Context: an optimization exercise on an open-source flow, tuned for small area. The choices shown serve that exercise and are no tape-out recipe.
In this exercise RTL edits were held to simulation tests only and were not proved equivalent to the original.
No activity file was given, so power comes from the tool's default toggle rates.

## before
==> module mac_interface, before the edit <==
module mac_interface (
    input wire clk,
    input wire reset,
    input wire [7:0] addr,
    input wire [31:0] data_in,
    input wire write_enable,
    output reg [31:0] data_out,
    output reg IRQ_MAC
);
    reg [31:0] MAC_INA;
    reg [31:0] MAC_INB;
    reg        ina_set;      
    reg        inb_set;      
    reg [7:0]  MAC_CTRL;
    reg [39:0] MAC_ACC;      
    reg        acc_cy;       
    reg [15:0] MAC_OUT;      
    reg        out_on;       
    reg        armed;        
    reg        done;
    reg [3:0]  cnt;          
    reg        cnt4;         
    reg        phase;        
    reg [15:0] pu;           
    reg [15:0] pl;           
    wire       on    = MAC_CTRL[7];
    wire [2:0] shift = MAC_CTRL[6:4];
    wire [1:0] mode  = MAC_CTRL[3:2];
    wire       start_bit = MAC_CTRL[1];
    wire       msk   = MAC_CTRL[0];
    wire start  = start_bit & ~armed;
    wire active = armed & ~done;
    wire step   = active & ~cnt4;
    wire comp   = active & cnt4;
    wire a_hi = (mode == 2'b10) | ((mode == 2'b11) & phase);
    wire b_hi = (mode == 2'b10) | ((mode == 2'b11) & phase);
    wire b_ina = (mode == 2'b00);
    wire [15:0] B = b_ina ? MAC_INA[31:16] : (b_hi ? MAC_INB[31:16] : MAC_INB[15:0]);
    wire b = B[cnt] & ina_set & (b_ina | inb_set);
    wire sel_hi = ~cnt4 & b & a_hi;
    wire sel_lo = ~cnt4 & b & ~a_hi;
    wire [15:0] y = ({16{sel_hi}} & MAC_INA[31:16]) |
                    ({16{sel_lo}} & MAC_INA[15:0]) |
                    ({16{cnt4}} & MAC_ACC[31:16]);
    wire [16:0] c;
    wire [16:0] s;
    assign c[0] = 1'b0;
    wire [8:0] hc;
    wire [7:0] hs;
    assign hc[0] = acc_cy;
    genvar i;
    generate
        for (i = 0; i < 16; i = i + 1) begin : add
            assign s[i] = pu[i] ^ y[i] ^ c[i];
            assign c[i+1] = (pu[i] & y[i]) | (c[i] & (pu[i] ^ y[i]));
        end
        for (i = 0; i < 8; i = i + 1) begin : inc
            assign hs[i] = MAC_ACC[32+i] ^ hc[i];
            assign hc[i+1] = MAC_ACC[32+i] & hc[i];
        end
    endgenerate
    assign s[16] = c[16];
    always @(posedge clk) begin
        if (reset) begin
            ina_set <= 1'b0;
            inb_set <= 1'b0;
            MAC_CTRL <= 8'd0;
            data_out <= 32'd0;
        end else if (write_enable) begin
            case (addr)
                8'h24: ina_set <= 1'b1;
                8'h25: inb_set <= 1'b1;
                8'h29: MAC_CTRL <= data_in[7:0];
                default: ;
            endcase
        end else begin
            case (addr)
                8'h26: data_out <= MAC_ACC[31:0];
                8'h27: data_out <= {24'd0, hs};
                8'h28: data_out <= {16'd0, out_on ? MAC_OUT : 16'd0};
                default: data_out <= 32'd0;
            endcase
        end
    end
    always @(posedge clk) begin
        MAC_OUT <= MAC_ACC[31:9] >> (3'd7 - shift);
        if (write_enable && addr == 8'h24) MAC_INA <= data_in;
        if (write_enable && addr == 8'h25) MAC_INB <= data_in;
    end
    always @(posedge clk) begin
        if (reset) begin
            armed <= 1'b0;
            done <= 1'b0;
            cnt4 <= 1'b0;
            phase <= 1'b0;
            MAC_ACC <= 40'd0;
            acc_cy <= 1'b0;
            out_on <= 1'b0;
            IRQ_MAC <= 1'b0;
        end else begin
            armed <= start_bit;
            acc_cy <= comp & c[16];
            MAC_ACC[39:32] <= hs;
            if (start) begin
                done <= 1'b0;
                cnt4 <= 1'b0;
                if (on && mode == 2'b11 && cnt4) phase <= ~phase;
            end
            if (step && cnt == 4'd15) cnt4 <= 1'b1;
            if (comp) begin
                done <= 1'b1;
                MAC_ACC[31:0] <= {s[15:0], pl};
            end
            out_on <= on;
            IRQ_MAC <= on & msk & done;
        end
    end
    always @(posedge clk) begin
        cnt <= start ? 4'd0 : cnt + 4'd1;
        pu <= start ? MAC_ACC[15:0] : s[16:1];
        pl <= {s[0], pl[15:1]};
    end
endmodule
clock: 10.0 ns
lec_check: 0
cap_margin: 0
core_margin: 2
core_utilization: 70
slew_margin: 0
standard.sh (not shown) runs the stock make flow with config.mk's settings and CLKGATE_MAP_FILE= SYNTH_SCRIPT=/design/flow/synth_recipe.tcl, a recipe that flattens the netlist after the stock synthesis.
==> flow/flow/run.sh <==
#!/bin/bash
# Own layout flow: the standard ORFS flow (standard.sh) with three changes.
#  1. Synthesis is the standard one except for the ABC script used to map the
#     combinational logic (flow/area.abc, area oriented instead of delay
#     oriented).  Registers, their names and cell types are untouched.
#  2. Port buffers use the smallest buffer cell (sky130_fd_sc_hd__buf_1).
#  3. Clock tree synthesis uses sky130_fd_sc_hd__clkbuf_4 buffers, sinks
#     clustered by 10, and no dummy loads.
# Each tool's output goes to its own log in this folder.
set -euo pipefail
HERE=$(pwd)
FLOWDIR=$HERE/flow
# synthesis script: ORFS synth.tcl with the ABC script replaced
sed "s|^  log_cmd abc {\*}\$abc_args|  set abc_args [lreplace \$abc_args 1 1 $FLOWDIR/area.abc]\n  log_cmd abc {*}\$abc_args|" \
  "$FLOW_HOME/scripts/synth.tcl" > "$HERE/synth_area.tcl"
grep -q "area.abc" "$HERE/synth_area.tcl"
sed "s|source \$::env(SCRIPTS_DIR)/synth.tcl|source $HERE/synth_area.tcl|" \
  "$HERE/synth_recipe.tcl" > "$HERE/synth_recipe_area.tcl"
grep -q "synth_area.tcl" "$HERE/synth_recipe_area.tcl"
sed "s|SYNTH_SCRIPT=[^ ]*synth_recipe.tcl|SYNTH_SCRIPT=$HERE/synth_recipe_area.tcl|" \
  "$HERE/standard.sh" > "$HERE/standard_area.sh"
grep -q "synth_recipe_area.tcl" "$HERE/standard_area.sh"
export BUFFER_PORTS_ARGS="-buffer_cell sky130_fd_sc_hd__buf_1"
export CTS_ARGS="-sink_clustering_enable -repair_clock_nets -dont_use_dummy_load -buf_list sky130_fd_sc_hd__clkbuf_4 -sink_clustering_size 10 -sink_clustering_max_diameter 40"
bash "$HERE/standard_area.sh" > "$HERE/flow_make.log" 2>&1
==> flow/flow/area.abc <==
strash
&get -n
&deepsyn -T 60
&put
dch
amap
strash
dch
amap
topo
Relative to before, the following input files were edited for after:
--- a/flow/design.v
+++ b/flow/design.v
@@ -11,13 +11,15 @@
     reg [31:0] MAC_INB;
     reg        ina_set;      
     reg        inb_set;      
     reg [7:0]  MAC_CTRL;
     reg [39:0] MAC_ACC;      
     reg        acc_cy;       
-    reg [15:0] MAC_OUT;      
+    reg [16:0] out_w;        
+    reg        out_s0;       
+    wire [15:0] MAC_OUT = out_s0 ? out_w[15:0] : out_w[16:1];
     reg        out_on;       
     reg        armed;        
     reg        done;
     reg [3:0]  cnt;          
     reg        cnt4;         
     reg        phase;        
@@ -80,13 +82,14 @@
                 8'h28: data_out <= {16'd0, out_on ? MAC_OUT : 16'd0};
                 default: data_out <= 32'd0;
             endcase
         end
     end
     always @(posedge clk) begin
-        MAC_OUT <= MAC_ACC[31:9] >> (3'd7 - shift);
+        out_w <= MAC_ACC[31:9] >> (3'd6 - {shift[2:1], 1'b0});
+        out_s0 <= shift[0];
         if (write_enable && addr == 8'h24) MAC_INA <= data_in;
         if (write_enable && addr == 8'h25) MAC_INB <= data_in;
     end
     always @(posedge clk) begin
         if (reset) begin
             armed <= 1'b0;
## What came out
Looking at the reports, after completed the entire flow and the layout it produced met the timing, design-rule and antenna checks. On after: mean area per synthesized cell is 4.4% higher than what before gave. Horizontal die dimension: before vs after — no meaningful difference. Comparing after and before, the higher hold slack is on after. Lower final worst clock skew goes to before over after. Of after and before, after shows the lower count of multi-input gates, with before above it. Looking only at power per cell area, and setting everything else aside, the lower value of after and before goes to before. Delta (after minus before): share of power burned in combinational logic now sits at about the same level; layout overhead on the synthesized area now sits at about the same level. In the flow results for after and before, the power is smaller on before. Against before, die area in after fell slightly. after reports a higher internal power of the cells than before does.

-- port drivers added, routing unchanged --
In the flow no input, the clock included, has a driving cell. The finished layouts below were timed again as built, in two steps. Step 1 sets driving cells, clkbuf_16 on the clock port and buf_2 on the other inputs (assumed; they add their load-dependent delay and slew). Step 2 adds t to the input delays and takes it off the output delays; t is the mean of the earliest and latest rising clock arrival at the registers after step 1. Input paths then give back, and output paths get back, about the clock's delay inside the block. a / b / c = no drivers / after step 1 / after step 2; a / b = the first two.
run | shift t [ns] | setup slack, ns | worst setup path at the end | worst register clock-pin slew, ns | worst data-port slew with drivers (ns)
before | 0.623 | 0.655 / 0.655 / 0.655 | register to register | 0.10 / 0.10 | 0.04
after | 0.617 | 0.737 / 0.737 / 0.737 | register to register | 0.11 / 0.11 | 0.03
After both steps setup and hold are still met in every run listed.
